Background: an optimization exercise with open tools, aiming at small area, a short achievable clock period and few clock cycles. Do not read the settings as production practice.
The RTL was checked by simulation tests, not by an equivalence proof against the original design.
Power and IR drop assume default switching activity.

## flow/design.v (module list and top-level ports; edited modules follow where they fit)
// module systolic_array: 139 lines
// module mac_lane0: 517 lines
// module mac_lane1: 517 lines
// module mac_lane2: 517 lines
// module mac_lane3: 517 lines
// module mac_lane4: 517 lines
module systolic_array #(
    parameter DATAWIDTH = 16,
    parameter N_SIZE = 5
) (
    input  wire                     clk,
    input  wire                     rst_n,
    input  wire                     valid_in,
    input  wire signed [N_SIZE*DATAWIDTH-1:0] matrix_a_in,
    input  wire signed [N_SIZE*DATAWIDTH-1:0] matrix_b_in,
    output reg  valid_out,
    output wire signed [N_SIZE*2*DATAWIDTH-1:0] matrix_c_out
);
  // ...
==> flow/flow/run.sh <==
#!/bin/bash
set -euo pipefail
MARGIN=6.1
R=orfs/results/sky130hd/systolic_array/base
bash standard.sh synth > log_synth.txt 2>&1
python3 flow/polarity.py $R/1_2_yosys.v > log_polarity.txt 2>&1
python3 flow/s2build.py $R/1_2_yosys.v flow/s2map.json > log_s2build.txt 2>&1
bash standard.sh SETUP_SLACK_MARGIN=$MARGIN \
  "BUFFER_PORTS_ARGS=-buffer_cell sky130_fd_sc_hd__buf_2" finish > log_layout.txt 2>&1
test -f out/final.def
==> flow/flow/polarity.py <==
#!/usr/bin/env python3
"""Remove inverters around full adders in a Yosys sky130hd netlist.

A full adder is self-dual: complementing its three inputs complements both
outputs.  XOR/XNOR gates take either input polarity (swapping XOR for XNOR).
This pass gives every full adder and XOR gate a phase (output stored true or
complemented) so that as few inverters as possible are needed, removes the
netlist's inverters and re-inserts one where a pin still needs the other
polarity of a net.  Registers and every other cell are left as they are.

It also gives the high-fanout operand registers (B operands, Booth digit
registers) a stronger drive: same cell type, larger size.

usage: polarity.py NETLIST.v  (rewritten in place)
"""
import re
import sys
from collections import defaultdict

path = sys.argv[1]
text = open(path).read()
text = re.sub(r"\(\*.*?\*\)", "", text, flags=re.S)

m = re.search(r"^module\s+(\S+)\s*\(", text, re.M)
body_start = text.index(";", m.end()) + 1
end = text.rindex("endmodule")
header, body, tail = text[:body_start], text[body_start:end], text[end:]

# split body into statements
stmts = [s.strip() for s in body.split(";") if s.strip()]
decls, cells, others = [], [], []
cell_re = re.compile(r"^(\S+)\s+(\S+)\s*\((.*)\)$", re.S)
pin_re = re.compile(r"\.(\w+)\(\s*(.*?)\s*\)\s*(?:,|$)", re.S)
for s in stmts:
    if s.startswith(("wire", "input", "output", "reg")):
        decls.append(s)
        continue
    if s.startswith("assign"):
        others.append(s)
        continue
    mm = cell_re.match(s)
    if not mm or not mm.group(1).startswith("sky130_fd_sc_hd__"):
        others.append(s)
        continue
    typ, name, conns = mm.groups()
    pins = {}
    for p, n in pin_re.findall(conns):
        pins[p] = n.strip()
    cells.append({"type": typ, "name": name, "pins": pins})

OUTP = {"X", "Y", "Q", "Q_N", "SUM", "COUT", "HI", "LO"}
def base(t):
    return re.sub(r"^sky130_fd_sc_hd__", "", t)

def kind(c):
    b = base(c["type"])
    if re.match(r"inv_\d+$", b):
        return "inv"
    if re.match(r"fa_\d+$", b):
        return "fa"
    if re.match(r"xn?or2_\d+$", b):
        return "xor"
    return "other"

driver = {}
loads = defaultdict(list)
for i, c in enumerate(cells):
    for p, n in c["pins"].items():
        if p in OUTP:
            driver[n] = (i, p)
        else:
            loads[n].append((i, p))
ports_out = set()
for d in decls:
    if d.startswith("output"):
        mm = re.match(r"output\s+(?:\[(\d+):(\d+)\]\s+)?(\S+)", d)
        hi, lo, nm = mm.groups()
        if hi is None:
            ports_out.add(nm)
        else:
            for k in range(int(lo), int(hi) + 1):
                ports_out.add(f"{nm}[{k}]")

def root(n):
    """Follow inverters back: (root net, parity)."""
    k = 0
    seen = 0
    while n in driver and kind(cells[driver[n][0]]) == "inv" and seen < 64:
        n = cells[driver[n][0]]["pins"]["A"]
        k ^= 1
        seen += 1
    return n, k

# sinks: every non-inverter cell input pin, and every output port
sinks = []  # (cell index or None, pin, port name, root net, parity)
for i, c in enumerate(cells):
    if kind(c) == "inv":
        continue
    for p, n in c["pins"].items():
        if p in OUTP:
            continue
        r, k = root(n)
        sinks.append((i, p, None, r, k))
# output ports driven through inverters
port_sinks = []
for n in ports_out:
    if n in driver and kind(cells[driver[n][0]]) == "inv":
        r, k = root(n)
        port_sinks.append((n, r, k))

phase = [0] * len(cells)   # for fa and xor cells
def src_phase(r):
    if r in driver:
        i = driver[r][0]
        if kind(cells[i]) in ("fa", "xor"):
            return phase[i]
    return 0

def need(s):
    i, p, _, r, k = s
    kd = kind(cells[i])
    if kd == "xor":
        return 0
    want = k ^ (phase[i] if kd == "fa" else 0)
    return want ^ src_phase(r)

sinks_by_root = defaultdict(list)
sinks_by_cell = defaultdict(list)
for s in sinks:
    sinks_by_root[s[3]].append(s)
    sinks_by_cell[s[0]].append(s)
port_by_root = defaultdict(list)
for ps in port_sinks:
    port_by_root[ps[1]].append(ps)

def root_cost(r):
    nd = any(need(s) for s in sinks_by_root[r])
    nd = nd or any(k ^ src_phase(r) for _, _, k in port_by_root[r])
    return 1 if nd else 0

def cell_cost(i):
    roots = set(s[3] for s in sinks_by_cell[i])
    c = cells[i]
    for p, n in c["pins"].items():
        if p in OUTP:
            roots.add(n)
    return sum(root_cost(r) for r in roots)

flippable = [i for i, c in enumerate(cells) if kind(c) in ("fa", "xor")]
total0 = sum(root_cost(r) for r in set(list(sinks_by_root) + list(port_by_root)))
for it in range(20):
    changed = 0
    for i in flippable:
        before = cell_cost(i)
        phase[i] ^= 1
        after = cell_cost(i)
        if after < before:
            changed += 1
        else:
            phase[i] ^= 1
    if not changed:
        break
total1 = sum(root_cost(r) for r in set(list(sinks_by_root) + list(port_by_root)))
ninv = sum(1 for c in cells if kind(c) == "inv")

# rewrite
new_cells = []
comp = {}
newwires = []
inv_type = "sky130_fd_sc_hd__inv_1"
def complement(r):
    if r not in comp:
        w = f"_pol{len(comp)}_"
        comp[r] = w
        newwires.append(w)
        new_cells.append({"type": inv_type, "name": f"_polinv{len(comp)}_",
                          "pins": {"A": r, "Y": w}})
    return comp[r]

def physical(r, want_comp):
    return complement(r) if want_comp else r

for s in sinks:
    i, p, _, r, k = s
    c = cells[i]
    kd = kind(c)
    if kd == "xor":
        # take the root net as it is, fold the polarity into the gate type
        pol = k ^ src_phase(r)
        c["pins"][p] = r
        c.setdefault("tog", 0)
        c["tog"] ^= pol
    else:
        c["pins"][p] = physical(r, need(s) == 1)
# xor cells: output polarity = original type ^ input toggles ^ phase
for i, c in enumerate(cells):
    if kind(c) != "xor":
        continue
    b = base(c["type"])
    is_xnor = b.startswith("xnor")
    drive = b.split("_")[1]
    outp = "Y" if is_xnor else "X"
    out = c["pins"].pop(outp)
    inv_now = is_xnor ^ c.get("tog", 0) ^ phase[i]
    if inv_now:
        c["type"] = f"sky130_fd_sc_hd__xnor2_{drive}"
        c["pins"]["Y"] = out
    else:
        c["type"] = f"sky130_fd_sc_hd__xor2_{drive}"
        c["pins"]["X"] = out
# output ports fed by inverters: drive the port from an inverter of the root
# (or a buffer-free connection is not possible: keep an inverter cell)
port_cells = []
for n, r, k in port_sinks:
    want = k ^ src_phase(r)
    if want:
        port_cells.append({"type": inv_type, "name": f"_polport{len(port_cells)}_",
                           "pins": {"A": r, "Y": n}})
    else:
        port_cells.append({"type": "sky130_fd_sc_hd__buf_1", "name": f"_polport{len(port_cells)}_",
                           "pins": {"A": r, "X": n}})

kept = [c for c in cells if kind(c) != "inv"]
UPSIZE = [(re.compile(r"^\\col\[\d\]\.b_st\[0\]\[\d+\]\$_DFF_P_$"), "sky130_fd_sc_hd__dfxtp_4"),
          (re.compile(r"^\\e[012]_\d\[\d\]\$_DFF_P_$"), "sky130_fd_sc_hd__dfxtp_2"),
          (re.compile(r"^\\lane\d\.acc\[\d+\]\$_DFF_P_$"), "sky130_fd_sc_hd__dfxtp_2")]
nup = 0
for c in kept:
    if c["type"] != "sky130_fd_sc_hd__dfxtp_1":
        continue
    for rx, cell in UPSIZE:
        if rx.match(c["name"]):
            c["type"] = cell
            nup += 1
            break
out_cells = kept + new_cells + port_cells

def esc(n):
    return n + " " if n.startswith("\\") else n

def fmt(c):
    pins = ",\n".join(f"    .{p}({esc(n)})" for p, n in c["pins"].items())
    return f"  {c['type']} {c['name']} (\n{pins}\n  );"

# wires: keep declarations of nets still used, add new ones
used = set()
for c in out_cells:
    used.update(c["pins"].values())
lines = [header]
for d in decls:
    mm = re.match(r"wire\s+(?:\[\d+:\d+\]\s+)?(\S+)$", d)
    if mm and not d.startswith(("input", "output")):
        nm = mm.group(1)
        if nm not in used and not any(u.startswith(nm + "[") or u == nm for u in used) and not re.search(r"\[", d):
            continue
    lines.append(f"  {d} ;")
for w in newwires:
    lines.append(f"  wire {w};")
for o in others:
    lines.append(f"  {o} ;")
for c in out_cells:
    lines.append(fmt(c))
open(path, "w").write("\n".join(lines) + "\n" + tail)
print(f"polarity: {ninv} inverters before, {len(newwires)} after "
      f"(+{sum(1 for c in port_cells if 'inv' in c['type'])} at ports); "
      f"root cost {total0} -> {total1}; {nup} registers upsized")
==> flow/flow/s2map.json <==
{"W": 32, "K5": 1431764992, "acc": "bin", "stages": 2, "lanes": [{"lane": 0, "s1": [[0, 0], [1, 0], [2, 1], [3, 2], [4, 3], [5, 3], [6, 3], [7, 4], [8, 4], [9, 4], [10, 5], [11, 5], [12, 5], [13, 6], [14, 6], [15, 6], [16, 7], [17, 7], [18, 7], [19, 8], [20, 8], [21, 8], [22, 9], [23, 9], [24, 9], [25, 10], [26, 10], [27, 10], [28, 11], [29, 11], [30, 11], [31, 12], [32, 12], [33, 12], [34, 13], [35, 13], [36, 13], [37, 14], [38, 14], [39, 14], [40, 15], [41, 15], [42, 15], [43, 16], [44, 16], [45, 16], [46, 17], [47, 17], [48, 17], [49, 18], [50, 18], [51, 18], [52, 19], [53, 19], [54, 19], [55, 20], [56, 20], [57, 20], [58, 21], [59, 21], [60, 21], [61, 22], [62, 22], [63, 22], [64, 23], [65, 23], [66, 23], [67, 24], [68, 24], [69, 24], [70, 25], [71, 25], [72, 25], [73, 26], [74, 26], [75, 26], [76, 27], [77, 27], [78, 27], [79, 28], [80, 28], [81, 29], [82, 30]], "first": [[0, 0, 7, 0], [1, 8, 15, 1], [2, 16, 23, 0], [3, 24, 31, 1]]}, {"lane": 1, "s1": [[0, 0], [1, 0], [2, 1], [3, 2], [4, 3], [5, 3], [6, 3], [7, 4], [8, 4], [9, 4], [10, 5], [11, 5], [12, 5], [13, 6], [14, 6], [15, 6], [16, 7], [17, 7], [18, 7], [19, 8], [20, 8], [21, 8], [22, 9], [23, 9], [24, 9], [25, 10], [26, 10], [27, 10], [28, 11], [29, 11], [30, 11], [31, 12], [32, 12], [33, 12], [34, 13], [35, 13], [36, 13], [37, 14], [38, 14], [39, 14], [40, 15], [41, 15], [42, 15], [43, 16], [44, 16], [45, 16], [46, 17], [47, 17], [48, 17], [49, 18], [50, 18], [51, 18], [52, 19], [53, 19], [54, 19], [55, 20], [56, 20], [57, 20], [58, 21], [59, 21], [60, 21], [61, 22], [62, 22], [63, 22], [64, 23], [65, 23], [66, 23], [67, 24], [68, 24], [69, 24], [70, 25], [71, 25], [72, 25], [73, 26], [74, 26], [75, 26], [76, 27], [77, 27], [78, 27], [79, 28], [80, 28], [81, 29], [82, 30]], "first": [[0, 0, 7, 0], [1, 8, 15, 1], [2, 16, 23, 0], [3, 24, 31, 1]]}, {"lane": 2, "s1": [[0, 0], [1, 0], [2, 1], [3, 2], [4, 3], [5, 3], [6, 3], [7, 4], [8, 4], [9, 4], [10, 5], [11, 5], [12, 5], [13, 6], [14, 6], [15, 6], [16, 7], [17, 7], [18, 7], [19, 8], [20, 8], [21, 8], [22, 9], [23, 9], [24, 9], [25, 10], [26, 10], [27, 10], [28, 11], [29, 11], [30, 11], [31, 12], [32, 12], [33, 12], [34, 13], [35, 13], [36, 13], [37, 14], [38, 14], [39, 14], [40, 15], [41, 15], [42, 15], [43, 16], [44, 16], [45, 16], [46, 17], [47, 17], [48, 17], [49, 18], [50, 18], [51, 18], [52, 19], [53, 19], [54, 19], [55, 20], [56, 20], [57, 20], [58, 21], [59, 21], [60, 21], [61, 22], [62, 22], [63, 22], [64, 23], [65, 23], [66, 23], [67, 24], [68, 24], [69, 24], [70, 25], [71, 25], [72, 25], [73, 26], [74, 26], [75, 26], [76, 27], [77, 27], [78, 27], [79, 28], [80, 28], [81, 29], [82, 30]], "first": [[0, 0, 7, 0], [1, 8, 15, 1], [2, 16, 23, 0], [3, 24, 31, 1]]}, {"lane": 3, "s1": [[0, 0], [1, 0], [2, 1], [3, 2], [4, 3], [5, 3], [6, 3], [7, 4], [8, 4], [9, 4], [10, 5], [11, 5], [12, 5], [13, 6], [14, 6], [15, 6], [16, 7], [17, 7], [18, 7], [19, 8], [20, 8], [21, 8], [22, 9], [23, 9], [24, 9], [25, 10], [26, 10], [27, 10], [28, 11], [29, 11], [30, 11], [31, 12], [32, 12], [33, 12], [34, 13], [35, 13], [36, 13], [37, 14], [38, 14], [39, 14], [40, 15], [41, 15], [42, 15], [43, 16], [44, 16], [45, 16], [46, 17], [47, 17], [48, 17], [49, 18], [50, 18], [51, 18], [52, 19], [53, 19], [54, 19], [55, 20], [56, 20], [57, 20], [58, 21], [59, 21], [60, 21], [61, 22], [62, 22], [63, 22], [64, 23], [65, 23], [66, 23], [67, 24], [68, 24], [69, 24], [70, 25], [71, 25], [72, 25], [73, 26], [74, 26], [75, 26], [76, 27], [77, 27], [78, 27], [79, 28], [80, 28], [81, 29], [82, 30]], "first": [[0, 0, 7, 0], [1, 8, 15, 1], [2, 16, 23, 0], [3, 24, 31, 1]]}, {"lane": 4, "s1": [[0, 0], [1, 0], [2, 1], [3, 2], [4, 3], [5, 3], [6, 3], [7, 4], [8, 4], [9, 4], [10, 5], [11, 5], [12, 5], [13, 6], [14, 6], [15, 6], [16, 7], [17, 7], [18, 7], [19, 8], [20, 8], [21, 8], [22, 9], [23, 9], [24, 9], [25, 10], [26, 10], [27, 10], [28, 11], [29, 11], [30, 11], [31, 12], [32, 12], [33, 12], [34, 13], [35, 13], [36, 13], [37, 14], [38, 14], [39, 14], [40, 15], [41, 15], [42, 15], [43, 16], [44, 16], [45, 16], [46, 17], [47, 17], [48, 17], [49, 18], [50, 18], [51, 18], [52, 19], [53, 19], [54, 19], [55, 20], [56, 20], [57, 20], [58, 21], [59, 21], [60, 21], [61, 22], [62, 22], [63, 22], [64, 23], [65, 23], [66, 23], [67, 24], [68, 24], [69, 24], [70, 25], [71, 25], [72, 25], [73, 26], [74, 26], [75, 26], [76, 27], [77, 27], [78, 27], [79, 28], [80, 28], [81, 29], [82, 30]], "first": [[0, 0, 7, 0], [1, 8, 15, 1], [2, 16, 23, 0], [3, 24, 31, 1]]}]}
==> flow/standard.sh <==
#!/bin/bash
# synth_recipe.tcl (not shown) runs the flow's synth.tcl, then flattens the netlist and writes it again
# the make line also repeats each setting of config.mk as NAME=value (left out here)
make -C /OpenROAD-flow-scripts/flow DESIGN_CONFIG=/design/flow/config.mk WORK_HOME=/design/flow/orfs CLKGATE_MAP_FILE= SYNTH_SCRIPT=/design/flow/synth_recipe.tcl "${@:-finish}"
==> flow/config.mk <==
export PLATFORM = sky130hd
export DESIGN_NAME = systolic_array
export DESIGN_NICKNAME = systolic_array
export VERILOG_FILES = /design/flow/design.v
export SDC_FILE = /design/flow/constraint.sdc
export NUM_CORES = 8
export LEC_CHECK = 0
export CAP_MARGIN = 40
export CORE_MARGIN = 2
export CORE_UTILIZATION = 58
export CTS_CLUSTER_DIAMETER = 60
export CTS_CLUSTER_SIZE = 30
export SLEW_MARGIN = 40
export TNS_END_PERCENT = 10
==> flow/constraint.sdc <==
create_clock -name core_clock -period 9.0 [get_ports {clk}]
set_input_delay 1.8000 -clock core_clock [delete_from_list [all_inputs] [get_ports {clk}]]
set_output_delay 1.8000 -clock core_clock [all_outputs]
set_load 0.01 [all_outputs]
Not shown: flow/flow/s2build.py
==> results by group, run 1 <==
GRT
  • Tot GR Track Use: 29.1%
  • M2 GR Usage: 44.7%
  • Met1 Use GR: 41.5%

Final layout
  • Inverters: 176
  • Biggest regs: col.b_st x400, a_st x320
  • Post-Layout Cell Count: ~7.4k
  • Seq area share: between 30% and 40%
  • #MultiIn Comb: roughly 3.8k
  • Most flop-heavy register: col.b_st
  • Clkbuf count: 114

Hold path
  • Hold Path End: col[4].b_st[3][14]

Routing
  • Via Count: approximately 42k
  • Routed Antenna Nets: 0
  • Avg WL per Cell: roughly 23 µm
  • Vias per cell: ~5.7

Worst setup path
  • Setup crit end kind: primary output
  • FF-to-FF End: lane1.s1[47]
  • Slowest-stage cell, CP: dfxtp_4

Clocking
  • Post-CTS sizing: 40
  • TritonCTS clock tree: done
  • Clock-pin slew on the worst setup and hold paths: 0.10 ns
  • Post-CTS Setup Repair Bufs: 2
  • Clk Tree Root Cell: clkbuf_16

Pwr
  • Clk pwr share: 16.9%
  • Sequential Power Share: 25.5%
  • NetSw: ~15 mW
  • Combinational power: between 15 and 20 mW
  • Combinational share of power: 57.6%
  • Clock-net power: 5.43 mW

Timing
  • Relative slew slack: a little over two fifths
  • Max frequency: 328 MHz
  • Clk_skew: 0.0456 ns
  • Final hold vios: 0

Status
  • Run status: no timing/DRC/antenna violations

Die
  • Tapcell Cnt: about 1.5k
  • Initial Utilization: 58.6%

Placement
  • Inst Count DP: 7169
  • Post-Place Setup Slack: 5.62 ns
Testbench counts, summed over its fixed seeds: cycles 67,200.
==> run 2, diff against run 1 <==
--- a/flow/flow/s2build.py
+++ b/flow/flow/s2build.py
@@ -12,8 +12,7 @@
 alternating inverting prefix cells, and XOR outputs.  Registers are not
 touched.  A lane whose registers are not all found is left as it is.
 
-usage: s2build.py NETLIST.v S2MAP.json [ks|hc|sk]   (netlist rewritten in place;
-       the adder's prefix network: Kogge-Stone, Han-Carlson or Sklansky)
+usage: s2build.py NETLIST.v S2MAP.json   (netlist rewritten in place)
 """
 import json
 import re
@@ -21,7 +20,6 @@
 from collections import defaultdict
 
 path, mpath = sys.argv[1], sys.argv[2]
-PREFIX = sys.argv[3] if len(sys.argv) > 3 else "ks"
 M = json.load(open(mpath))
 W = M["W"]
 K5 = M["K5"]
@@ -239,23 +237,26 @@
     for c in range(W):
         r = rows[c]
         if len(r) == 2:
+            # inverted propagate and generate: faster than a half adder
             p, g = wire(), wire()
-            add("ha_1", A=r[0][0], B=r[1][0], SUM=p, COUT=g)
-            G.append((g, 0)); P.append((p, 0)); p0.append((p, 0))
+            add("xnor2_1", A=r[0][0], B=r[1][0], Y=p)
+            add("nand2_1", A=r[0][0], B=r[1][0], Y=g)
+            G.append((g, 1)); P.append((p, 1)); p0.append((p, 1))
         elif len(r) == 1:
             G.append(("0", None)); P.append((r[0][0], 0)); p0.append((r[0][0], 0))
         else:
             G.append(("0", None)); P.append(("0", None)); p0.append(("0", None))
     def const(s):
         return s[1] is None
+    invcache = {}
     def inv(s):
         if const(s):
             return ("1" if s[0] == "0" else "0", None)
-        o = wire()
-        add("inv_1", A=s[0], Y=o)
-        return (o, 1 - s[1])
-    def same_pol(sigs, pol):
-        return [s if const(s) or s[1] == pol else inv(s) for s in sigs]
+        if s[0] not in invcache:
+            o = wire()
+            add("inv_1", A=s[0], Y=o)
+            invcache[s[0]] = (o, 1 - s[1])
+        return invcache[s[0]]
     def val(s, pol):
         """net carrying the signal with polarity pol (constants by tie cells)"""
         if const(s):
@@ -264,78 +265,55 @@
             add("conb_1", HI=o if bit == "1" else wire(), LO=o if bit == "0" else wire())
             return o
         return s[0] if s[1] == pol else inv(s)[0]
-    def gop(gi, pi, gj):
-        """gi | pi & gj"""
+    def gop(gi, pi, gj, pol):
+        """gi | pi & gj from inputs of polarity pol; result has polarity 1 - pol"""
         if const(gj) and gj[0] == "0" or const(pi) and pi[0] == "0":
             return gi
-        if const(gi) and gi[0] == "0":
-            return aop(pi, gj)
         if const(gi) and gi[0] == "1":
             return gi
-        # choose polarity from the majority of the inputs
-        pols = [s[1] for s in (gi, pi, gj) if not const(s)]
-        pol = 1 if sum(pols) * 2 > len(pols) else 0
-        gi, pi, gj = [s if not const(s) else s for s in (gi, pi, gj)]
+        if const(gi) and gi[0] == "0":
+            return aop(pi, gj, pol)
         o = wire()
         if pol == 0:
             add("a21oi_1", A1=val(pi, 0), A2=val(gj, 0), B1=val(gi, 0), Y=o)
             return (o, 1)
-        add("o21ai_0", A1=val(pi, 1), A2=val(gj, 1), B1=val(gi, 1), Y=o)
+        add("o21ai_1", A1=val(pi, 1), A2=val(gj, 1), B1=val(gi, 1), Y=o)
         return (o, 0)
-    def aop(a, b):
-        """a & b"""
+    def aop(a, b, pol):
+        """a & b from inputs of polarity pol; result has polarity 1 - pol"""
         if const(a):
             return b if a[0] == "1" else ("0", None)
         if const(b):
             return a if b[0] == "1" else ("0", None)
-        pol = 1 if a[1] + b[1] >= 1 else 0
         o = wire()
         if pol == 0:
             add("nand2_1", A=val(a, 0), B=val(b, 0), Y=o)
             return (o, 1)
         add("nor2_1", A=val(a, 1), B=val(b, 1), Y=o)
         return (o, 0)
-    if PREFIX == "ks":
-        d = 1
-        while d < W:
-            nG, nP = list(G), list(P)
-            for i in range(d, W):
-                nG[i] = gop(G[i], P[i], G[i - d])
-                if i >= 2 * d:
-                    nP[i] = aop(P[i], P[i - d])
-                else:
-                    nP[i] = None
-            G = nG
-            P = [p if p is not None else ("0", None) for p in nP]
-            d *= 2
-    elif PREFIX == "hc":
-        # Han-Carlson: Kogge-Stone on the odd bits, then one level for the even bits
-        d = 1
-        while d < W:
-            nG, nP = list(G), list(P)
-            for i in range(1, W, 2):
-                if i - d >= 0 and (d == 1 or i - d >= 1):
-                    j = i - d
-                    nG[i] = gop(G[i], P[i], G[j])
-                    nP[i] = aop(P[i], P[j]) if j - d >= 0 else ("0", None)
-            G, P = nG, nP
-            d *= 2
-        nG = list(G)
-        for i in range(2, W, 2):
-            nG[i] = gop(G[i], P[i], G[i - 1])
-        G = nG
-    else:
-        # Sklansky
-        d = 1
-        while d < W:
-            nG, nP = list(G), list(P)
-            for i in range(W):
-                if (i // d) % 2 == 1:
-                    j = (i // d) * d - 1
-                    nG[i] = gop(G[i], P[i], G[j])
-                    nP[i] = aop(P[i], P[j])
-            G, P = nG, nP
-            d *= 2
+    # bring every node to one polarity before the prefix network
+    pol = 1 if sum(1 for g in G if not const(g) and g[1] == 1) * 2 > len(G) else 0
+    G = [g if const(g) or g[1] == pol else inv(g) for g in G]
+    P = [p if const(p) or p[1] == pol else inv(p) for p in P]
+    d = 1
+    while d < W:
+        nG, nP = list(G), list(P)
+        for i in range(W):
+            if i >= d:
+                nG[i] = gop(G[i], P[i], G[i - d], pol)
+                nP[i] = aop(P[i], P[i - d], pol) if i >= 2 * d else ("0", None)
+            else:
+                # finished node: an inverted copy keeps the levels uniform
+                # (not needed after the last level: the sum gate takes either)
+                nG[i] = G[i] if const(G[i]) or 2 * d >= W else inv(G[i])
+                nP[i] = ("0", None)
+        # results of gop/aop already have polarity 1 - pol; folded results may not
+        if 2 * d < W:
+            nG = [g if const(g) or g[1] == 1 - pol else inv(g) for g in nG]
+        nP = [p if const(p) or p[1] == 1 - pol else inv(p) for p in nP]
+        G, P = nG, nP
+        pol = 1 - pol
+        d *= 2
     # sums
     for i in range(W):
         out = accd[i]
@@ -352,8 +330,11 @@
             else:
                 add("inv_1", A=p[0], Y=out)
             continue
-        a = val(p, 0)
-        if cin[1] == 0:
+        if const(p):
+            a, pp = val(p, 0), 0
+        else:
+            a, pp = p[0], p[1]
+        if pp ^ cin[1] == 0:
             add("xor2_1", A=a, B=cin[0], X=out)
         else:
             add("xnor2_1", A=a, B=cin[0], Y=out)
--- a/flow/config.mk
+++ b/flow/config.mk
@@ -8,7 +8,7 @@
 export CAP_MARGIN = 40
 export CORE_MARGIN = 2
 export CORE_UTILIZATION = 58
-export CTS_CLUSTER_DIAMETER = 60
-export CTS_CLUSTER_SIZE = 30
+export CTS_CLUSTER_DIAMETER = 100
+export CTS_CLUSTER_SIZE = 22
 export SLEW_MARGIN = 40
 export TNS_END_PERCENT = 10
==> run 2 against run 1 <==
Net effect:
- cell count up 1.2%
- combinational power up 5%
- setup slack better by 0.022 ns
- core utilization down 1.7 points
- non-clock buffer count up 3
- routed wire length up 0.68%
- clock skew up 0.0025 ns
- clock-buffer cell count down 5
- power down 2.3%
- via count up 0.35%
- critical path depth unchanged
- largest cell class unchanged
==> results by group, run 2 <==
Status
  • Run status: no timing/DRC/antenna violations (unchanged)

Worst setup path
  • Crit path max fanout: 2 (unchanged)
  • Crit path cell chain: buf_2 (was buf_6)
  • Setup CP Type: flop to primary output (unchanged)
  • Reg2Reg Depth: 6 (unchanged)
  • Crit path max-delay family: flip-flops (unchanged)
  • Slowest-stage cell, CP: dfxtp_2 (was dfxtp_4)
  • R2r setup slk: 5.98 ns (about the same)
  • Worst Path Buf+Inv: 1 (unchanged)
  • Setup crit end kind: primary output (unchanged)
  • Required @ worst endpoint: 7.20 ns (about the same)
  • Startpoint class of the critical path: flop (unchanged)
  • Worst EP arrival: 1.23 ns (was 1.25 ns)
  • Max stage delay on crit path: 0.38 ns (was 0.41 ns)
  • Cell depth of the worst setup path: 1 (unchanged)

Clocking
  • Number of CTS-inserted buffers: 75 (was 105)
  • Clock latency on the worst-skew pair: 0.72 ns (was 0.74 ns)
  • H-tree depth reported by CTS: 3 (unchanged)
  • TritonCTS clock tree: done (unchanged)
  • CTS Hold Bufs: 0 (unchanged)
  • Clock-pin slew on the worst setup and hold paths: 0.10 ns (about the same)
  • CTS sink count: 1390 (unchanged)
  • Max Buffers Root-to-Sink: 3 (unchanged)
  • Clk Tree Root Cell: clkbuf_16 (unchanged)

Synthesis
  • Mapped Cells: 5911 (was 5751)
  • Mapped Area: 0.0651 mm² (was 0.0650 mm²)
  • Post-Syn Nets: 6726 (was 6696)
  • Yosys warnings: 18 (unchanged)
  • Syn avg cell area: 11.0 µm² (was 11.3 µm²)

Placement
  • # port buffers: 323 (unchanged)
  • Detail Placement HPWL: 120000 µm (was 118000 µm)
  • Cell Area, Placed: 0.0672 mm² (was 0.0671 mm²)
  • GP Congestion: 0.929 (was 0.956)

Routing
  • Met3 WL: 13400 µm (about the same)
  • Drt pass-1 iters: 6 (was 7)
  • Routed Antenna Nets: 0 (unchanged)
  • # DRC: 0 (unchanged)
  • 1st-iter DRT viols: 3585 (was 3295)
  • Avg WL per Cell: 22.8 µm (was 22.9 µm)
  • Highest Signal Layer: met5 (unchanged)
  • M1 wire length: 77400 µm (was 75600 µm)
  • Via Count: 42.4k (was 42.2k)
  • Final wirelength: 170000 µm (was 169000 µm)
  • Vias per cell: 5.67 (was 5.72)
  • Metal2 WL: 75700 µm (was 75300 µm)

Final layout
  • Most flop-heavy register: col.b_st (unchanged)
  • Layout area overhead: 8.63% (was 11.6%)
  • Ant diodes: 0 (was 4)
  • Largest register FFs: 400 (unchanged)
  • Most frequent cells in the layout: dfxtp_1, xnor2_1, fa_1 (unchanged)
  • Layout cells sized above 1: 17.6% (was 20.0%)
  • Most common cell after layout, fill and taps aside: dfxtp_1 (unchanged)
  • Final Cell Area: 0.0707 mm² (was 0.0725 mm²)
  • Biggest regs: col.b_st x400, a_st x320 (unchanged)
  • Final core occ: 63.7% (was 65.4%)
  • Final nets: 6756 (was 6748)

Timing
  • RSZ-0062 raised after global routing: true (unchanged)
  • Final worst-path cycle share: 33.7% (was 33.9%)
  • Relative slew slack: 39.7% (was 42.4%)
  • Clk_skew: 0.0481 ns (was 0.0456 ns)
  • Max Slew Vio Count: 0 (unchanged)
  • Final setup viols: 0 (unchanged)
  • Final min period: 3.03 ns (was 3.05 ns)
  • Max frequency: 330 MHz (was 328 MHz)
  • Worst slew pin tran: 0.905 ns (was 0.863 ns)
  • Final hold vios: 0 (unchanged)
  • Setup TNS: 0 ns (unchanged)

Die
  • IO Count: 324 (unchanged)
  • Num rows: 122 (unchanged)
  • Die Y: 339 µm (about the same)
  • Area of the die: 0.115 mm² (about the same)
  • Die W: 339 µm (about the same)
  • Core Area: 0.111 mm² (about the same)
  • Initial Utilization: 58.7% (was 58.6%)

Pwr
  • PwrDens: 444 mW/mm² (was 443 mW/mm²)
  • Power after layout: 31.4 mW (was 32.1 mW)
  • Static leakage: 27.0 nW (was 27.8 nW)
  • Maximum VDD drop: 0.329 mV (was 0.348 mV)

Flow run
  • MaxCap Viol Count: 0 (unchanged)

GRT
  • First-pass GRT wire length: 260000 µm (was 259000 µm)
  • Vias in the first global route: 42.8k (was 43.2k)
  • Tot GR Track Use: 29.3% (was 29.1%)
  • Total grt overflow: 0 (unchanged)
  • Largest net degree at the start of global routing: 69 (was 70)
  • Initial antenna violation count: 11 (was 12)

Hold path
  • Hold Path Depth: 0 (unchanged)
  • HP Class: flop to flop (unchanged)
==> run 2: worst register-to-register path, cell delays in order (launching register included) <==
cell and delay (ns):
dfxtp_2 0.68, clkinvlp_4 0.40, xnor2_1 0.24, fa_1 0.59
inv_1 0.06, fa_1 0.44, fa_1 0.47
==> run 2: report_power, final <==
group	switching, mW	leakage, nW	total (mW)	internal (mW)
sequential	0.692	11.7	8.15	7.46
combinational	11.9	14.2	19.5	7.58
clock	2.08	1.09	3.70	1.63
==> run 2: timing repair <==
item,CTS,global route
pin swaps,1,13
gates resized for setup,28,163
setup buffers,5,15
endpoints found under the setup margin,287,307
==> run 2: final cells by class <==
cell class / count / area, µm²
clock inverter: 12 / 243
multi-input combinational: 3893 / 35200
sequential: 1390 / 28500
inverter: 216 / 822
clock buffer: 109 / 2030
timing repair buffer: 365 / 2090
fill: 9158 / 40300
tap: 1488 / 1860
==> run 2: final timing paths <==
path	start	endpoint
worst max-delay path	lane2.acc[19]	matrix_c_out[83]
worst min-delay path	col[0].b_st[1][9]	col[0].b_st[2][9]
worst max register to register	e0_1[3]	lane1.s1[47]
worst min register to register	col[0].b_st[1][9]	col[0].b_st[2][9]
max in group asynchronous	rst_n	cnt[0]
min in group asynchronous	rst_n	cnt[4]
==> run 2: metal layers <==
layer | GRT usage [%] | vias to the layer above
met2 | 44.7 | 1676
met1 | 43.4 | 21000
met3 | 4.99 | 249
met4 | 7.07 | 2
met5 | 0 | -
li1 | - | 19500
==> run 2: per-stage QoR <==
stage	hold WS, ns	std cells	worst slack [ns]
after floorplan	0.310	5911	6.16
after global placement	0.309	7331	4.73
after detailed placement	0.312	7331	5.41
after CTS	0.287	7457	5.92
after global routing	0.299	7473	5.95
final	0.288	7473	5.97
==> run 3, diff against run 2 <==
==> flow/flow/run.sh (replaced) <==
#!/bin/bash
set -euo pipefail
MARGIN=6.1
R=orfs/results/sky130hd/systolic_array/base
bash standard.sh synth > log_synth.txt 2>&1
python3 flow/polarity.py $R/1_2_yosys.v > log_polarity.txt 2>&1
python3 flow/s2build.py $R/1_2_yosys.v flow/s2map.json > log_s2build.txt 2>&1
bash standard.sh SETUP_SLACK_MARGIN=$MARGIN "PRE_RESIZE_TCL=$PWD/flow/fanout.tcl" \
  "BUFFER_PORTS_ARGS=-buffer_cell sky130_fd_sc_hd__buf_2" finish > log_layout.txt 2>&1
test -f out/final.def
==> flow/flow/fanout.tcl (new file) <==
# Hook sourced before the post-placement repair_design step: limit the fanout
# of every net so that the high-fanout operand and control registers get a
# buffer tree (one buffer per group of loads) instead of one long net.
set_max_fanout 16 [current_design]
==> run 3 against run 2 <==
Net effect:
- still clean
- die area unchanged
- flip-flop and latch count unchanged
- global-route usage increased by 2.4 points
- sequential share of layout area decreased by 0.87 points
- critical path depth unchanged
- first-iteration DRC count increased by 19%
- power decreased by 0.74%
- critical endpoint is now matrix_c_out[84]
- largest cell class unchanged
- largest power group unchanged
==> results by group, run 3 <==
Pwr
  • Maximum VDD drop: 0.336 mV (was 0.329 mV)
  • Static leakage: 28.0 nW (was 27.0 nW)
  • PwrDens: 431 mW/mm² (was 444 mW/mm²)
  • Power after layout: 31.1 mW (was 31.4 mW)

GRT
  • Initial antenna violation count: 11 (unchanged)
  • Met1 Use GR: 46.3% (was 43.4%)
  • Largest net degree at the start of global routing: 24 (was 69)
  • M2 GR Usage: 46.6% (was 44.7%)
  • Total grt overflow: 0 (unchanged)
  • Most Crowded Layer GR: met2 (unchanged)
  • First-pass GRT wire length: 277000 µm (was 260000 µm)
  • Tot GR Track Use: 31.7% (was 29.3%)
  • Vias in the first global route: 44.0k (was 42.8k)
  • Met3 usage: 8.05% (was 4.99%)

Worst setup path
  • Crit path cell chain: buf_6 (was buf_2)
  • Startpoint class of the critical path: flop (unchanged)
  • Max stage delay on crit path: 0.39 ns (was 0.38 ns)
  • Crit path max-delay family: flip-flops (unchanged)
  • Required @ worst endpoint: 7.20 ns (about the same)
  • Crit path max fanout: 2 (unchanged)
  • Worst Path Buf+Inv: 1 (unchanged)
  • Setup crit end kind: primary output (unchanged)
  • Worst EP arrival: 1.22 ns (was 1.23 ns)
  • Setup CP Type: flop to primary output (unchanged)
  • Slowest-stage cell, CP: dfxtp_2 (unchanged)

Timing
  • Relative slew slack: 41.8% (was 39.7%)
  • Final setup viols: 0 (unchanged)
  • Final worst-path cycle share: 33.6% (was 33.7%)
  • Setup TNS: 0 ns (unchanged)
  • Max Slew Vio Count: 0 (unchanged)
  • Final min period: 3.02 ns (was 3.03 ns)
  • Clk_skew: 0.0360 ns (was 0.0481 ns)
  • Worst slew pin tran: 0.873 ns (was 0.905 ns)
  • Final hold vios: 0 (unchanged)
  • RSZ-0062 raised after global routing: true (unchanged)
  • Hold slack: 0.307 ns (was 0.288 ns)
  • Max frequency: 331 MHz (was 330 MHz)

Clocking
  • CTS sink count: 1390 (unchanged)
  • H-tree depth reported by CTS: 3 (unchanged)
  • Number of CTS-inserted buffers: 73 (was 75)
  • Max Buffers Root-to-Sink: 3 (unchanged)
  • Clock latency on the worst-skew pair: 0.71 ns (was 0.72 ns)
  • TritonCTS clock tree: done (unchanged)
  • Clock-pin slew on the worst setup and hold paths: 0.09 ns (was 0.10 ns)
  • Clk Tree Root Cell: clkbuf_16 (unchanged)

Die
  • Initial Utilization: 58.7% (unchanged)
  • Num rows: 122 (unchanged)
  • Die W: 339 µm (unchanged)
  • IO Count: 324 (unchanged)
  • Core Area: 0.111 mm² (unchanged)
  • Die Y: 339 µm (unchanged)
  • Area of the die: 0.115 mm² (unchanged)

Placement
  • # port buffers: 323 (unchanged)
  • Cell Area, Placed: 0.0688 mm² (was 0.0672 mm²)
  • GP Congestion: 0.929 (unchanged)
  • Detail Placement HPWL: 139000 µm (was 120000 µm)

Routing
  • Drt pass-1 iters: 6 (unchanged)
  • Routed Antenna Nets: 0 (unchanged)
  • Avg WL per Cell: 24.0 µm (was 22.8 µm)
  • 1st-iter DRT viols: 4256 (was 3585)
  • Final wirelength: 184000 µm (was 170000 µm)
  • Via Count: 43.9k (was 42.4k)
  • # DRC: 0 (unchanged)
  • Vias per cell: 5.72 (was 5.67)

Final layout
  • Final Cell Area: 0.0723 mm² (was 0.0707 mm²)
  • Fillcell total: 9012 (was 9158)
  • Most common cell after layout, fill and taps aside: dfxtp_1 (unchanged)
  • Most frequent cells in the layout: dfxtp_1, xnor2_1, fa_1 (unchanged)
  • Biggest regs: col.b_st x400, a_st x320 (unchanged)
  • Layout cells sized above 1: 20.0% (was 17.6%)
  • Layout area overhead: 11.0% (was 8.63%)
  • Largest register FFs: 400 (unchanged)
  • Final nets: 6948 (was 6756)
  • Most flop-heavy register: col.b_st (unchanged)

Status
  • Run status: no timing/DRC/antenna violations (unchanged)

Synthesis
  • Mapped Cells: 5911 (unchanged)
  • Post-Syn Nets: 6726 (unchanged)
  • Yosys warnings: 18 (unchanged)
  • Syn avg cell area: 11.0 µm² (unchanged)
  • Mapped Area: 0.0651 mm² (unchanged)

Hold path
  • HP Class: flop to flop (unchanged)

Flow run
  • MaxCap Viol Count: 0 (unchanged)
## run 3: area by class of cell
type	count	area (µm²)	share of cell area (%)
Antenna cell	1	2.50	0.00346
Clock buffer	104	1940	2.69
Clock inverter	11	239	0.331
Inverter	216	860	1.19
Multi-Input combinational cell	3893	35100	48.6
Sequential cell	1390	28500	39.4
Tap cell	1488	1860	2.58
Timing Repair Buffer	559	3720	5.15
## run 3: final timing paths
| check | endpoint | cells after the start | slack, ns | from |
|---|---|---|---|---|
| worst max-delay path | matrix_c_out[84] | 1 | 5.98 | lane2.acc[20] |
| worst min-delay path | a_st[9][13] | 0 | 0.31 | a_st[10][13] |
| worst max register to register | lane4.s1[44] | 6 | 6.04 | e1_4[7] |
| worst min register to register | a_st[9][13] | 0 | 0.31 | a_st[10][13] |
| max in group asynchronous | cnt[0] | 1 | 7.98 | rst_n |
| min in group asynchronous | cnt[4] | 1 | 0.88 | rst_n |
## run 3: repair_timing
action,CTS,global route
resized for setup,532,309
buffers inserted,5,17
setup endpoints to repair,599,381
pin swaps,2,24
hold buffers,0,0
## run 3: metal layers
metal	routed length, µm	share of wire (%)
met5	66	0.036
met4	5670	3.1
met1	80500	44
met2	78900	43
met3	19000	10
## run 3: per-stage QoR
step           instances  util [%]  worst slack (ns)
2_1_floorplan       5911         -              6.16
3_3_place_gp        7331      60.5              4.73
3_5_place_dp        7524      62.0              3.21
4_1_cts             7644      64.2              5.85
5_1_grt             7661      65.1              5.94
6_report            7662      65.1              5.98
## run 3: where the power goes
part | internal [mW] | switching, mW
registers | 7.46 | 0.583
clock network | 1.58 | 2.06
logic | 7.50 | 11.9
total | 16.5 | 14.6
==> run 4, diff against run 3 <==
--- a/flow/flow/polarity.py
+++ b/flow/flow/polarity.py
@@ -8,6 +8,7 @@
 netlist's inverters and re-inserts one where a pin still needs the other
 polarity of a net.  Registers and every other cell are left as they are.
 
+Buffers are removed as well (the layout's repair re-buffers by placement).
 It also gives the high-fanout operand registers (B operands, Booth digit
 registers) a stronger drive: same cell type, larger size.
 
@@ -56,6 +57,8 @@
     b = base(c["type"])
     if re.match(r"inv_\d+$", b):
         return "inv"
+    if re.match(r"(clk)?buf_\d+$", b):
+        return "buf"
     if re.match(r"fa_\d+$", b):
         return "fa"
     if re.match(r"xn?or2_\d+$", b):
@@ -82,19 +85,20 @@
                 ports_out.add(f"{nm}[{k}]")
 
 def root(n):
-    """Follow inverters back: (root net, parity)."""
+    """Follow inverters and buffers back: (root net, parity)."""
     k = 0
     seen = 0
-    while n in driver and kind(cells[driver[n][0]]) == "inv" and seen < 64:
+    while n in driver and kind(cells[driver[n][0]]) in ("inv", "buf") and seen < 64:
+        if kind(cells[driver[n][0]]) == "inv":
+            k ^= 1
         n = cells[driver[n][0]]["pins"]["A"]
-        k ^= 1
         seen += 1
     return n, k
 
 # sinks: every non-inverter cell input pin, and every output port
 sinks = []  # (cell index or None, pin, port name, root net, parity)
 for i, c in enumerate(cells):
-    if kind(c) == "inv":
+    if kind(c) in ("inv", "buf"):
         continue
     for p, n in c["pins"].items():
         if p in OUTP:
@@ -104,7 +108,7 @@
 # output ports driven through inverters
 port_sinks = []
 for n in ports_out:
-    if n in driver and kind(cells[driver[n][0]]) == "inv":
+    if n in driver and kind(cells[driver[n][0]]) in ("inv", "buf"):
         r, k = root(n)
         port_sinks.append((n, r, k))
 
@@ -220,7 +224,7 @@
         port_cells.append({"type": "sky130_fd_sc_hd__buf_1", "name": f"_polport{len(port_cells)}_",
                            "pins": {"A": r, "X": n}})
 
-kept = [c for c in cells if kind(c) != "inv"]
+kept = [c for c in cells if kind(c) not in ("inv", "buf")]
 UPSIZE = [(re.compile(r"^\\col\[\d\]\.b_st\[0\]\[\d+\]\$_DFF_P_$"), "sky130_fd_sc_hd__dfxtp_4"),
           (re.compile(r"^\\e[012]_\d\[\d\]\$_DFF_P_$"), "sky130_fd_sc_hd__dfxtp_2"),
           (re.compile(r"^\\lane\d\.acc\[\d+\]\$_DFF_P_$"), "sky130_fd_sc_hd__dfxtp_2")]
==> run 4 against run 3 <==
Net effect:
- critical path type unchanged
- global-route usage rose by 0.72 points
- still clean on timing, DRC and antenna
- clock power rose by 1%
- clock skew rose by 0.0064 ns
==> results by group, run 4 <==
Status
  • Run status: no timing/DRC/antenna violations (unchanged)

Flow run
  • MaxCap Viol Count: 0 (unchanged)

Clocking
  • TritonCTS clock tree: done (unchanged)
  • CTS sink count: 1390 (unchanged)
  • Clock-pin slew on the worst setup and hold paths: 0.10 ns (was 0.09 ns)
  • Clk Tree Root Cell: clkbuf_16 (unchanged)
  • Max Buffers Root-to-Sink: 3 (unchanged)
  • H-tree depth reported by CTS: 3 (unchanged)
  • Clock latency on the worst-skew pair: 0.72 ns (was 0.71 ns)
  • Number of CTS-inserted buffers: 74 (was 73)
  • CTS Hold Bufs: 0 (unchanged)

Synthesis
  • Post-Syn Nets: 6334 (was 6726)
  • Mapped Cells: 5519 (was 5911)
  • Syn avg cell area: 11.5 µm² (was 11.0 µm²)
  • Yosys warnings: 18 (unchanged)
  • Mapped Area: 0.0636 mm² (was 0.0651 mm²)

Timing
  • Clk_skew: 0.0423 ns (was 0.0360 ns)
  • Setup TNS: 0 ns (unchanged)
  • Relative slew slack: 39.6% (was 41.8%)
  • Final hold vios: 0 (unchanged)
  • Final min period: 3.04 ns (was 3.02 ns)
  • Max frequency: 329 MHz (was 331 MHz)
  • Hold slack: 0.308 ns (was 0.307 ns)
  • Final setup viols: 0 (unchanged)
  • Final worst-path cycle share: 33.8% (was 33.6%)
  • RSZ-0062 raised after global routing: true (unchanged)
  • Worst slew pin tran: 0.907 ns (was 0.873 ns)
  • Max Slew Vio Count: 0 (unchanged)

Final layout
  • Biggest regs: col.b_st x400, a_st x320 (unchanged)
  • Most flop-heavy register: col.b_st (unchanged)
  • Layout area overhead: 13.1% (was 11.0%)
  • Fillcell total: 8726 (was 9012)
  • Layout cells sized above 1: 19.1% (was 20.0%)
  • Most common cell after layout, fill and taps aside: dfxtp_1 (unchanged)
  • Register Area: 0.0285 mm² (about the same)
  • Most frequent cells in the layout: dfxtp_1, xnor2_1, fa_1 (unchanged)
  • Final nets: 6938 (was 6948)
  • Multi-input gate area: 0.0349 mm² (was 0.0351 mm²)
  • Largest register FFs: 400 (unchanged)

Worst setup path
  • Worst EP arrival: 1.24 ns (was 1.22 ns)
  • Max stage delay on crit path: 0.41 ns (was 0.39 ns)
  • Required @ worst endpoint: 7.20 ns (about the same)
  • Crit path cell chain: buf_6 (unchanged)
  • Setup crit end kind: primary output (unchanged)
  • Setup CP Type: flop to primary output (unchanged)
  • Crit path max-delay family: flip-flops (unchanged)
  • Startpoint class of the critical path: flop (unchanged)
  • Slowest-stage cell, CP: dfxtp_4 (was dfxtp_2)
  • Crit path max fanout: 2 (unchanged)
  • Worst Path Buf+Inv: 1 (unchanged)

Hold path
  • HP Class: flop to flop (unchanged)

Die
  • Die W: 335 µm (was 339 µm)
  • Core Area: 0.109 mm² (was 0.111 mm²)
  • Die Y: 335 µm (was 339 µm)
  • Area of the die: 0.112 mm² (was 0.115 mm²)
  • IO Count: 324 (unchanged)
  • Initial Utilization: 58.4% (was 58.7%)
  • Num rows: 121 (was 122)

GRT
  • M2 GR Usage: 48.6% (was 46.6%)
  • Initial antenna violation count: 20 (was 11)
  • Tot GR Track Use: 32.4% (was 31.7%)
  • Total grt overflow: 0 (unchanged)
  • Largest net degree at the start of global routing: 24 (unchanged)
  • Met1 Use GR: 45.9% (was 46.3%)
  • Most Crowded Layer GR: met2 (unchanged)
  • First-pass GRT wire length: 276000 µm (was 277000 µm)
  • Vias in the first global route: 44.8k (was 44.0k)
  • Met3 usage: 7.65% (was 8.05%)

Routing
  • Via Count: 44.0k (was 43.9k)
  • Vias per cell: 5.80 (was 5.72)
  • 1st-iter DRT viols: 4236 (was 4256)
  • Drt pass-1 iters: 6 (unchanged)
  • Final wirelength: 182000 µm (was 184000 µm)
  • # DRC: 0 (unchanged)
  • Avg WL per Cell: 24.0 µm (about the same)
  • Routed Antenna Nets: 0 (unchanged)

Pwr
  • Switching share of total power: 47.1% (was 46.9%)
  • Combinational share of power: 61.7% (was 62.5%)
  • Clk pwr share: 11.9% (was 11.7%)
  • Maximum VDD drop: 0.314 mV (was 0.336 mV)
  • Pint: 16.3 mW (was 16.5 mW)
  • PwrDens: 428 mW/mm² (was 431 mW/mm²)
  • Sequential Power Share: 26.4% (was 25.8%)
  • Static leakage: 27.7 nW (was 28.0 nW)
  • NetSw: 14.5 mW (was 14.6 mW)

Placement
  • Detail Placement HPWL: 138000 µm (was 139000 µm)
  • # port buffers: 323 (unchanged)
  • GP Congestion: 0.938 (was 0.929)
[run 4: path summary, 6_finish.rpt]
kind                       cells after the start              start                 to  slack [ns]
setup / recovery                               1       lane4.acc[5]  matrix_c_out[133]        5.96
hold / removal                                 0        a_st[3][11]        a_st[2][11]        0.31
setup reg to reg                               6  col[4].b_st[0][2]       lane4.s1[44]        6.01
hold reg to reg                                0        a_st[3][11]        a_st[2][11]        0.31
max in group asynchronous                      1              rst_n             cnt[1]        7.95
min in group asynchronous                      1              rst_n             cnt[3]        0.91
[run 4: through the flow]
stage | instances | setup WS (ns) | power, mW | cell area, µm² | util (%)
floorplan | 5519 | 6.15 | 21.0 | 63600 | -
global placement | 7257 | 5.62 | 25.7 | 67100 | 61.6
detailed placement | 7451 | 3.29 | 25.8 | 68800 | 63.2
CTS | 7579 | 5.92 | 29.6 | 71100 | 65.4
global route | 7590 | 5.93 | 33.1 | 71900 | 66.1
finish | 7590 | 5.96 | 30.8 | 71900 | 66.1
[run 4: cell type report]
type                    count  share of cell area [%]
clock inverters            11                   0.221
multi-input cells        3893                    48.5
diodes                      3                  0.0104
inverters                 216                    1.17
clock buffers             115                    2.86
flip-flops and latches   1390                    39.6
repair buffers            548                    5.13
well taps                1414                    2.46
[run 4: power by group through the flow]
stage	registers [mW]	logic [mW]	clock network (mW)
after floorplan	8.29	12.7	0
after global placement	8.35	17.3	0
after detailed placement	8.24	17.6	0
after CTS	8.11	17.7	3.76
after global routing	8.22	20.9	3.97
final	8.12	19.0	3.68
[run 4: per-layer routing]
metal | part of all wire [%] | up-vias
met5 | 0.098 | -
met3 | 9.6 | 448
met4 | 3.9 | 28
li1 | - | 19900
met2 | 43 | 2109
met1 | 43 | 21600
[run 4: repair_timing]
action	4_1_cts	5_1_grt
hold endpoints to repair	0	0
buffers inserted	2	8
setup endpoints to repair	645	337
gates resized for setup	650	157
pin swaps	2	8

[afterwards: timing with drivers on the ports]
How much do the figures lean on ideal ports? The routed layouts below were timed once more, with nothing changed but the port constraints.
Step 1 (the two cells are an assumption about what drives the block):
set clk [get_ports {clk}]
set_driving_cell -lib_cell sky130_fd_sc_hd__clkbuf_16 $clk
set_driving_cell -lib_cell sky130_fd_sc_hd__buf_2 [delete_from_list [all_inputs] $clk]
Step 2 also shifts input and output timing later by t, the mid clock arrival at the registers, as if the neighbouring blocks saw the same clock.
a / b / c = no drivers / after step 1 / after step 2; a / b = the first two.
run	shift t [ns]	setup slack, ns	worst data-port slew with drivers (ns)
run 1	0.799	5.947 / 5.866 / 5.672	0.11
run 2	0.764	5.969 / 5.896 / 5.664	0.07
run 3	0.772	5.978 / 5.902 / 5.648	0.08
run 4	0.774	5.957 / 5.879 / 5.663	0.10
After both steps every run listed still meets setup and hold. The setup slack of run 3, which loses most, moves by -0.076 ns with the drivers and by -0.330 ns with both steps.
